Source: an optimization exercise on an open RTL-to-GDS flow (aim: small area and a short achievable clock period). Production flows keep margins and buffers that such runs may drop.
In this exercise RTL edits were held to simulation tests only and were not proved equivalent to the original.
Power figures rest on the tool's default switching activity, not on a simulated workload.

==> flow/design.v (excerpt) <==
module Vr_HW2(CLK, RST, IMEM_ADDR, IMEM_DATA, DMEM_ADDR, DMEM_RE, DMEM_WE, DMEM_WDATA, DMEM_RDATA);
  input CLK, RST;
  output [31:0] IMEM_ADDR;
  input  [31:0] IMEM_DATA;
  output [31:0] DMEM_ADDR;
  output DMEM_RE;
  output DMEM_WE;
  output [31:0] DMEM_WDATA;
  input  [31:0] DMEM_RDATA;
  wire [31:0] inst = IMEM_DATA;
  wire [5:0] op = inst[31:26];
  wire [4:0] rs = inst[25:21];
  wire [4:0] rt = inst[20:16];
  wire [4:0] rd = inst[15:11];
  wire [15:0] imm = inst[15:0];
  wire is_r   = (op == 6'b000000);
  wire is_lw  = (op == 6'b100011);
  wire is_sw  = (op == 6'b101011);
  wire is_beq = (op == 6'b000100);
  wire alu_sub = (is_r & (inst[5:0] == 6'b100010)) | is_beq;
  wire reg_write = is_r | is_lw;
  wire [4:0] wr = is_r ? rd : rt;
  reg [31:2] pc;
  assign IMEM_ADDR = {pc, 2'b00};
  reg [31:0] regs [0:31];
  wire [31:0] sel1, sel2, we_dec;
  wire [31:0] rd1, rd2;
  wire [95:0] rd1_h, rd2_h;  
  Vr_HW2_N_to_S_dec u_dec1 (.A(rs), .Y(sel1));
  Vr_HW2_N_to_S_dec u_dec2 (.A(rt), .Y(sel2));
  wire rst_n;
  Vr_HW2_inv u_rstn (.A(RST), .Y(rst_n));
  Vr_HW2_wdec u_decw (.A(wr), .EN(reg_write), .RSTN(rst_n), .Y(we_dec));  
  genvar i, k;
  generate
    for (i = 0; i < 32; i = i + 1) begin : g_rd
      wire [31:0] col;
      for (k = 0; k < 32; k = k + 1) begin : g_col
        assign col[k] = regs[k][i];
      end
      Vr_HW2_MUX_S_sel_M_bits u_rd1 (.SEL(sel1), .A(col), .H(rd1_h[3*i +: 3]));
  ...
Settings: LEC_CHECK=0, CAP_MARGIN=20, CORE_MARGIN=2, CORE_UTILIZATION=60, CTS_CLUSTER_DIAMETER=100, CTS_CLUSTER_SIZE=20, SLEW_MARGIN=20, SYNTH_HIERARCHICAL=1; clock period 25.0 ns.
standard.sh (not shown) runs the stock make flow with config.mk's settings and CLKGATE_MAP_FILE= SYNTH_SCRIPT=/design/flow/synth_recipe.tcl, a recipe that flattens the netlist after the stock synthesis.
==> flow/flow/run.sh <==
#!/bin/bash
# The standard ORFS layout (standard.sh) with these changes:
#  - before floorplanning, flow/downsize.tcl sets combinational cells to
#    drive strength 1 (synthesis sizes each small module on its own);
#  - timing repair aims past the required slack (SETUP_SLACK_MARGIN) and may
#    change a cell's footprint;
#  - plain buffers (buf_1) on the ports.
# Each tool's log is under orfs/logs/; make's output is in flow_make.log.
set -euo pipefail
bash standard.sh MATCH_CELL_FOOTPRINT=0 SETUP_SLACK_MARGIN=12 TNS_END_PERCENT=0 \
  "PRE_FLOORPLAN_TCL=$PWD/flow/downsize.tcl" \
  "BUFFER_PORTS_ARGS=-buffer_cell sky130_fd_sc_hd__buf_1" finish > flow_make.log 2>&1
==> flow/flow/downsize.tcl <==
# Before floorplanning: set every combinational cell to its smallest drive
# strength (_1) of the same function; timing repair upsizes where needed.
set db [ord::get_db]
set n 0
foreach inst [[ord::get_db_block] getInsts] {
  set m [[$inst getMaster] getName]
  if { [regexp {^(sky130_fd_sc_hd__([a-z0-9]+))_([0-9]+)$} $m -> base fn sz] } {
    if { $sz > 1 && ![string match "*df*" $fn] && ![string match "*dl*" $fn] && ![string match "conb" $fn] } {
      set small [$db findMaster ${base}_1]
      if { $small != "NULL" } {
        $inst swapMaster $small
        incr n
      }
    }
  }
}
puts "downsize.tcl: set $n cells to drive strength 1"
Change:
--- a/flow/flow/run.sh
+++ b/flow/flow/run.sh
@@ -6,3 +6,3 @@
 #    change a cell's footprint;
-#  - plain buffers (buf_1) on the ports.
+#  - plain buffers (buf_2) on the ports.
 # Each tool's log is under orfs/logs/; make's output is in flow_make.log.
@@ -11,2 +11,2 @@
   "PRE_FLOORPLAN_TCL=$PWD/flow/downsize.tcl" \
-  "BUFFER_PORTS_ARGS=-buffer_cell sky130_fd_sc_hd__buf_1" finish > flow_make.log 2>&1
+  "BUFFER_PORTS_ARGS=-buffer_cell sky130_fd_sc_hd__buf_2" finish > flow_make.log 2>&1
- CORE_UTILIZATION: 60 -> 55
Result: Register-to-register slack gets better by 0.38 ns. Sequential share of layout area fell by 0.56 points. Hold slack gets better by 0.0067 ns. Sequential cell count does not change. Non-clock buffer count is unchanged. Core utilization fell by 5.6 points. Wire length hardly moves. Cell area rose by 0.97%.
Change:
- CTS_BUF_LIST: default -> sky130_fd_sc_hd__clkbuf_8
- CTS_CLUSTER_DIAMETER: 100 -> 50
Sequential power stays flat.
Critical path depth increases by 2.
Global-route usage increases by 0.10 points.
Non-clock buffer count decreases by 16.
Worst setup slack loses 0.040 ns.
Routed wire length hardly moves.
Power increases by 2.3%.
Final cell count increases by 2.0%.
Combinational power is about the same.
Worst hold slack is about the same.
Count of clock-buffer cells in the layout increases by 34.
Change:
- CORE_UTILIZATION: 55 -> 45
- CTS_BUF_LIST: sky130_fd_sc_hd__clkbuf_8 -> default
- CTS_CLUSTER_DIAMETER: 50 -> 60
- CTS_CLUSTER_SIZE: 20 -> 30
What happened: Worst hold slack improves by 0.0062 ns; die area is higher by about a fifth; global-route usage fell by 5.2 points.


Setup of run A:
Vr_HW2 again, from the RTL that the note above started with.
clock: 25.0 ns
lec_check: 0
cap_margin: 20
core_margin: 2
core_utilization: 55
cts_buf_list: sky130_fd_sc_hd__clkbuf_8
cts_cluster_diameter: 100
cts_cluster_size: 14
slew_margin: 20
synth_hierarchical: 1
==> flow/flow/run.sh <==
#!/bin/bash
# The standard ORFS layout (standard.sh) with these changes:
#  - before floorplanning, flow/downsize.tcl sets combinational cells to
#    drive strength 1 (synthesis sizes each small module on its own);
#  - timing repair aims past the required slack (SETUP_SLACK_MARGIN) and may
#    change a cell's footprint;
#  - plain buffers (buf_2) on the ports.
# Each tool's log is under orfs/logs/; make's output is in flow_make.log.
set -euo pipefail
bash standard.sh MATCH_CELL_FOOTPRINT=0 SETUP_SLACK_MARGIN=12 TNS_END_PERCENT=0 \
  "PRE_FLOORPLAN_TCL=$PWD/flow/downsize.tcl" \
  "BUFFER_PORTS_ARGS=-buffer_cell sky130_fd_sc_hd__buf_2" finish > flow_make.log 2>&1
Scripts as last shown in full above: flow/flow/downsize.tcl
#### Input delta (run C over run A)
Settings: CTS_CLUSTER_SIZE: 14 -> 20; CTS_BUF_LIST: sky130_fd_sc_hd__clkbuf_8 -> unset.
diff --git a/flow/flow/run.sh b/flow/flow/run.sh
--- a/flow/flow/run.sh
+++ b/flow/flow/run.sh
@@ -7 +7 @@
-#  - plain buffers (buf_2) on the ports.
+#  - plain buffers (buf_1) on the ports.
@@ -12 +12 @@
-  "BUFFER_PORTS_ARGS=-buffer_cell sky130_fd_sc_hd__buf_2" finish > flow_make.log 2>&1
+  "BUFFER_PORTS_ARGS=-buffer_cell sky130_fd_sc_hd__buf_1" finish > flow_make.log 2>&1
Findings:
All of run A and run C finish clean.
From run A to run C the numbers moved as follows: placed instance area decreased about 0.37%; count of H-tree levels built during CTS dropped 1; clock buffer count from CTS now smaller; global-route usage went down 0.37 points; total of clock buffers placed in the layout shrank by 15.
Of the two candidates, run A has the better final hold slack and run C the worse one.
The data arrival at the endpoint of the critical path reported for run C is greater than that of run A by 180 ps.
Going from run A to run C, the leakage power figure was found to have gone down by about 3.6%.
Compared with run A, run C shows sequential share of power lower by 0.4 points.

==> static timing again, ports no longer ideal <==
How much do the figures lean on ideal ports? The routed layouts below were timed once more, with nothing changed but the port constraints.
Step 1 (the two cells are an assumption about what drives the block):
set clk [get_ports {CLK}]
set_driving_cell -lib_cell sky130_fd_sc_hd__clkbuf_16 $clk
set_driving_cell -lib_cell sky130_fd_sc_hd__buf_2 [delete_from_list [all_inputs] $clk]
Step 2, shift: input delay + t, output delay - t, t = (earliest + latest rising clock arrival at the registers) / 2. This alone moves slack from input paths to output paths.
Three values: ideal ports, drivers, drivers and shift; two values: the first two.
run	shift t [ns]	setup slack, ns	worst hold slack (ns)	latest minus earliest clock arrival (ns)	slew at the worst register clock pin (ns)
the first run of note 1	0.754	11.588 / 11.488 / 11.372	0.697 / 0.697 / 0.697	0.046 / 0.047	0.09 / 0.09
the second run of note 1	0.756	11.604 / 11.516 / 11.516	0.703 / 0.703 / 0.703	0.053 / 0.053	0.09 / 0.09
the third run of note 1	0.840	11.564 / 11.488 / 11.488	0.703 / 0.703 / 0.703	0.072 / 0.073	0.12 / 0.12
the fourth run of note 1	0.752	11.479 / 11.405 / 11.120	0.709 / 0.709 / 0.709	0.051 / 0.051	0.10 / 0.10
run A	0.809	11.594 / 11.501 / 11.501	0.704 / 0.704 / 0.704	0.058 / 0.058	0.11 / 0.11
run C	0.738	11.411 / 11.341 / 11.341	0.700 / 0.700 / 0.700	0.028 / 0.028	0.09 / 0.09
After both steps setup and hold are still met in every run listed. The setup slack of the fourth run of note 1, which loses most, moves by -0.074 ns with the drivers and by -0.359 ns with both steps.
